This design comes from an exercise in tuning for small area and a short achievable clock period on the open sky130 flow, not from production work.
Only simulation tests tie the RTL to the original design; equivalence was not proved.
No driver is modelled on the clock port, so clock power and skew are understated where the tree is cut down; a real chip needs a root buffer or a tree.

// mul32
module mul32 (
    input             clk,
    input      [31:0] a,
    input      [31:0] b,
    output reg [63:0] product
);
    reg  [31:0] na_q;
    reg  [15:0] none_q, ntwo_q, neg_q;
    wire [15:0] none_d, ntwo_d, neg_d;
    wire [63:0] p;
    bw_booth_enc u_enc (.b(b), .none(none_d), .ntwo(ntwo_d), .neg(neg_d));
    baughWooleyArrayMultiplier u_mul (
        .product(p), .na(na_q), .none(none_q), .ntwo(ntwo_q), .neg(neg_q)
    );
    always @(posedge clk) begin
        na_q    <= ~a;
        none_q  <= none_d;
        ntwo_q  <= ntwo_d;
        neg_q   <= neg_d;
        product <= p;
    end
endmodule
export LEC_CHECK = 0
export ABC_AREA = 1
export CAP_MARGIN = 20
export CORE_MARGIN = 2
export CORE_UTILIZATION = 40
export SLEW_MARGIN = 20
export SYNTH_HIERARCHICAL = 1
export SYNTH_MINIMUM_KEEP_SIZE = 0
create_clock -name core_clock -period 30.0 [get_ports {clk}]
standard.sh (not shown) runs the stock make flow with config.mk's settings and CLKGATE_MAP_FILE= SYNTH_SCRIPT=/design/flow/synth_recipe.tcl, a recipe that flattens the netlist after the stock synthesis.
==> flow/flow/run.sh <==
#!/bin/bash
export BUFFER_PORTS_ARGS="-buffer_cell sky130_fd_sc_hd__buf_2"
export CTS_ARGS="-sink_clustering_enable -repair_clock_nets -dont_use_dummy_load"
export POST_CTS_TCL="$PWD/flow/clock_inv.tcl"
export SETUP_SLACK_MARGIN=23.35
export SETUP_MOVE_SEQUENCE="unbuffer,sizeup,swap"
export POST_GLOBAL_PLACE_TCL="$PWD/flow/keep_outputs.tcl"
export PRE_FINAL_REPORT_TCL="$PWD/flow/release.tcl"
bash standard.sh > standard.log 2>&1
==> flow/flow/clock_inv.tcl <==
# Clock tree rework, run after CTS. CTS builds one root buffer that drives
# every leaf buffer across the die. Here the clock port instead drives up to
# four root inverters, one per quadrant of the leaves, and each leaf buffer
# becomes an inverter: every register's clock still passes through the same
# two stages (now inverting twice), keeping the tree balanced, with about
# half the insertion delay. Leaf clusters and flip-flops are left as CTS
# made them.
set root_cell sky130_fd_sc_hd__clkinv_16
set leaf_cell sky130_fd_sc_hd__clkinv_4
set block [ord::get_db_block]
set port_net [[$block findBTerm clk] getNet]
set roots {}
foreach it [$port_net getITerms] { lappend roots [$it getInst] }
if {[llength $roots] != 1} { error "clock_roots: expected one root buffer, found [llength $roots]" }
set root [lindex $roots 0]
set root_master [[$root getMaster] getName]
set root_out ""
foreach it [$root getITerms] {
  if {[$it isOutputSignal]} { set root_out [$it getNet] }
}
set leaves {}
foreach it [$root_out getITerms] {
  if {[$it isInputSignal]} { lappend leaves $it }
}
# every leaf must be a buffer whose output drives only flip-flop clock pins
foreach it $leaves {
  set li [$it getInst]
  if {![string match "*clkbuf*" [[$li getMaster] getName]]} { error "clock_roots: unexpected leaf [$li getName]" }
  foreach o [$li getITerms] {
    if {[$o isOutputSignal]} {
      foreach s [[$o getNet] getITerms] {
        if {[$s isInputSignal] && ![string match "*dfxtp*" [[[$s getInst] getMaster] getName]]} {
          error "clock_roots: leaf [$li getName] drives [[$s getInst] getName]"
        }
      }
    }
  }
}
puts "clock_roots: root [$root getName] ($root_master) drives [llength $leaves] pins"
# split the leaves at the median x, then each half at its median y
proc loc {it} {
  set b [[$it getInst] getBBox]
  return [list [expr {([$b xMin] + [$b xMax]) / 2}] [expr {([$b yMin] + [$b yMax]) / 2}]]
}
set pts {}
foreach it $leaves { lappend pts [concat [loc $it] [list $it]] }
set pts [lsort -integer -index 0 $pts]
set h [expr {[llength $pts] / 2}]
set groups {}
foreach half [list [lrange $pts 0 [expr {$h - 1}]] [lrange $pts $h end]] {
  set half [lsort -integer -index 1 $half]
  set q [expr {[llength $half] / 2}]
  lappend groups [lrange $half 0 [expr {$q - 1}]] [lrange $half $q end]
}
set n 0
foreach g $groups {
  if {[llength $g] == 0} continue
  set sx 0; set sy 0
  foreach p $g { incr sx [lindex $p 0]; incr sy [lindex $p 1] }
  set cx [expr {$sx / [llength $g]}]
  set cy [expr {$sy / [llength $g]}]
  set bname "clkroot_$n"
  set nname "clkroot_net_$n"
  set inst [odb::dbInst_create $block [[ord::get_db] findMaster $root_cell] $bname]
  set net [odb::dbNet_create $block $nname]
  $inst setLocation $cx $cy
  $inst setPlacementStatus PLACED
  $net setSigType CLOCK
  foreach p $g {
    set it [lindex $p 2]
    $it disconnect
    $it connect $net
  }
  foreach it [$inst getITerms] {
    if {[$it isOutputSignal]} { $it connect $net }
    if {[$it isInputSignal]} { $it connect $port_net }
  }
  puts "clock_roots: $bname at $cx $cy drives [llength $g] pins"
  incr n
}
# replace each leaf buffer by an inverter at the same place
set k 0
foreach it $leaves {
  set li [$it getInst]
  set in_net ""
  set out_net ""
  foreach t [$li getITerms] {
    if {[$t isInputSignal]} { set in_net [$t getNet] }
    if {[$t isOutputSignal]} { set out_net [$t getNet] }
  }
  set loc [$li getLocation]
  set ni [odb::dbInst_create $block [[ord::get_db] findMaster $leaf_cell] "clkleaf_$k"]
  $ni setLocation [lindex $loc 0] [lindex $loc 1]
  $ni setPlacementStatus PLACED
  odb::dbInst_destroy $li
  foreach t [$ni getITerms] {
    if {[$t isInputSignal]} { $t connect $in_net }
    if {[$t isOutputSignal]} { $t connect $out_net }
  }
  incr k
}
odb::dbInst_destroy $root
odb::dbNet_destroy $root_out
detailed_placement
check_placement
estimate_parasitics -placement
==> flow/flow/keep_outputs.tcl <==
set block [ord::get_db_block]
set die [$block getDieArea]
set cx [expr {([$die xMin] + [$die xMax]) / 2}]
set cy [expr {([$die yMin] + [$die yMax]) / 2}]
set n 0
set moved 0
foreach bt [$block getBTerms] {
  if {[$bt getIoType] != "OUTPUT"} continue
  foreach it [[$bt getNet] getITerms] {
    if {![$it isOutputSignal]} continue
    set buf [$it getInst]
    $buf setDoNotTouch 1
    incr n
    set bb [$buf getBBox]
    set bx [expr {([$bb xMin] + [$bb xMax]) / 2}]
    set by [expr {([$bb yMin] + [$bb yMax]) / 2}]
    foreach bi [$buf getITerms] {
      if {![$bi isInputSignal]} continue
      foreach d [[$bi getNet] getITerms] {
        if {![$d isOutputSignal]} continue
        set ff [$d getInst]
        if {![[$ff getMaster] isSequential]} continue
        # 4 um from the buffer towards the die centre
        set dx [expr {$cx - $bx}]
        set dy [expr {$cy - $by}]
        set len [expr {sqrt(double($dx) * $dx + double($dy) * $dy)}]
        if {$len < 1} { set len 1 }
        set step [expr {4.0 * [$block getDbUnitsPerMicron]}]
        set x [expr {int($bx + $dx / $len * $step)}]
        set y [expr {int($by + $dy / $len * $step)}]
        $ff setLocation $x $y
        incr moved
      }
    }
  }
}
puts "keep_outputs: $n output buffers marked dont_touch, $moved flip-flops moved next to them"
Other scripts of this flow, unchanged in this note and not shown: flow/flow/release.tcl
Change:
--- a/flow/flow/run.sh
+++ b/flow/flow/run.sh
@@ -4,5 +4,4 @@
 export POST_CTS_TCL="$PWD/flow/clock_inv.tcl"
 export SETUP_SLACK_MARGIN=23.35
-export SETUP_MOVE_SEQUENCE="unbuffer,sizeup,swap"
 export POST_GLOBAL_PLACE_TCL="$PWD/flow/keep_outputs.tcl"
 export PRE_FINAL_REPORT_TCL="$PWD/flow/release.tcl"
--- a/flow/flow/keep_outputs.tcl
+++ b/flow/flow/keep_outputs.tcl
@@ -35,3 +35,17 @@
   }
 }
+# input port buffers: the input paths have slack to spare, so the smallest
+# buffer does
+set nin 0
+foreach bt [$block getBTerms] {
+  if {[$bt getIoType] != "INPUT" || [$bt getSigType] == "CLOCK"} continue
+  foreach it [[$bt getNet] getITerms] {
+    set inst [$it getInst]
+    if {[$it isInputSignal] && [[$inst getMaster] getName] == "sky130_fd_sc_hd__buf_2"} {
+      replace_cell [$inst getName] sky130_fd_sc_hd__buf_1
+      incr nin
+    }
+  }
+}
+puts "keep_outputs: $nin input port buffers set to buf_1"
 puts "keep_outputs: $n output buffers marked dont_touch, $moved flip-flops moved next to them"
What happened: First-iteration DRC count rises by a little under a tenth; cell area stays flat; die area does not change; worst hold slack loses 0.025 ns; worst setup slack loses 0.037 ns; wire length rises slightly; area after synthesis stays the same.
Change:
==> flow/flow/run.sh (replaced) <==
#!/bin/bash
export BUFFER_PORTS_ARGS="-buffer_cell sky130_fd_sc_hd__buf_2"
export CTS_ARGS="-sink_clustering_enable -repair_clock_nets -dont_use_dummy_load"
export POST_CTS_TCL="$PWD/flow/clock_inv.tcl"
export SETUP_SLACK_MARGIN=23.30
export SETUP_MOVE_SEQUENCE="unbuffer,sizeup,swap"
export POST_GLOBAL_PLACE_TCL="$PWD/flow/keep_outputs.tcl"
export PRE_FINAL_REPORT_TCL="$PWD/flow/release.tcl"
# ORFS writes each step's full log under orfs/logs/; the make and DEF export
# output goes to standard.log.
bash standard.sh > standard.log 2>&1
--- a/flow/flow/clock_inv.tcl
+++ b/flow/flow/clock_inv.tcl
@@ -8,4 +8,6 @@
 set root_cell sky130_fd_sc_hd__clkinv_16
 set leaf_cell sky130_fd_sc_hd__clkinv_4
+set big_leaf_cell sky130_fd_sc_hd__clkinv_8
+set big_leaf_load 0.03
 set block [ord::get_db_block]
 set port_net [[$block findBTerm clk] getNet]
@@ -90,5 +92,23 @@
   }
   set loc [$li getLocation]
-  set ni [odb::dbInst_create $block [[ord::get_db] findMaster $leaf_cell] "clkleaf_$k"]
+  # a leaf with a large load (many sinks or long wires) gets the stronger
+  # inverter: estimated load = pins + wire over the half perimeter of the
+  # sinks' bounding box
+  set xs [list [lindex $loc 0]]
+  set ys [list [lindex $loc 1]]
+  set nsink 0
+  foreach t [$out_net getITerms] {
+    if {![$t isInputSignal]} continue
+    set b [[$t getInst] getBBox]
+    lappend xs [$b xMin]
+    lappend ys [$b yMin]
+    incr nsink
+  }
+  set um [$block getDbUnitsPerMicron]
+  set hpwl [expr {double([tcl::mathfunc::max {*}$xs] - [tcl::mathfunc::min {*}$xs] + [tcl::mathfunc::max {*}$ys] - [tcl::mathfunc::min {*}$ys]) / $um}]
+  set load [expr {$nsink * 0.0018 + $hpwl * 0.00019}]
+  set cell $leaf_cell
+  if {$load > $big_leaf_load} { set cell $big_leaf_cell }
+  set ni [odb::dbInst_create $block [[ord::get_db] findMaster $cell] "clkleaf_$k"]
   $ni setLocation [lindex $loc 0] [lindex $loc 1]
   $ni setPlacementStatus PLACED
@@ -98,4 +118,5 @@
     if {[$t isOutputSignal]} { $t connect $out_net }
   }
+  puts "clock_roots: clkleaf_$k [[$ni getMaster] getName] for $nsink sinks, [format %.0f $hpwl] um"
   incr k
 }
Outcome:
- final area is about the same
- wire length is about the same
- die area does not change
- via count is higher by 0.52%
- global-route usage is unchanged
- clock skew is lower by 0.021 ns
- sequential share of layout area is about the same
- final cell count stays flat
- register-to-register slack gets better by 0.04 ns
In every run of this note, the design's own scripts or RTL, not TritonCTS, make the clock network.

==> afterwards: timing with drivers on the ports <==
Ports are ideal in the flow. The routed layouts listed here were re-timed in OpenROAD.
Step 1 sets driving cells, clkbuf_16 on the clock port and buf_2 on the other inputs (assumed; they add their load-dependent delay and slew).
Step 2 times the ports against the registers' clock, not the clock port: input delays grow and output delays shrink by t, the midpoint of the rising clock arrivals with the driver on.
Slacks: ideal / step 1 / step 2; pairs: ideal / step 1.
| run | shift t [ns] | slack for setup (ns) | slew at the worst register clock pin (ns) |
|---|---|---|---|
| the first run | 0.366 | 23.404 / 23.169 / 23.499 | 0.09 / 0.09 |
| the second run | 0.383 | 23.367 / 23.131 / 23.402 | 0.12 / 0.12 |
| the third run | 0.385 | 23.400 / 23.158 / 23.410 | 0.07 / 0.07 |
After both steps every run listed still meets setup and hold.
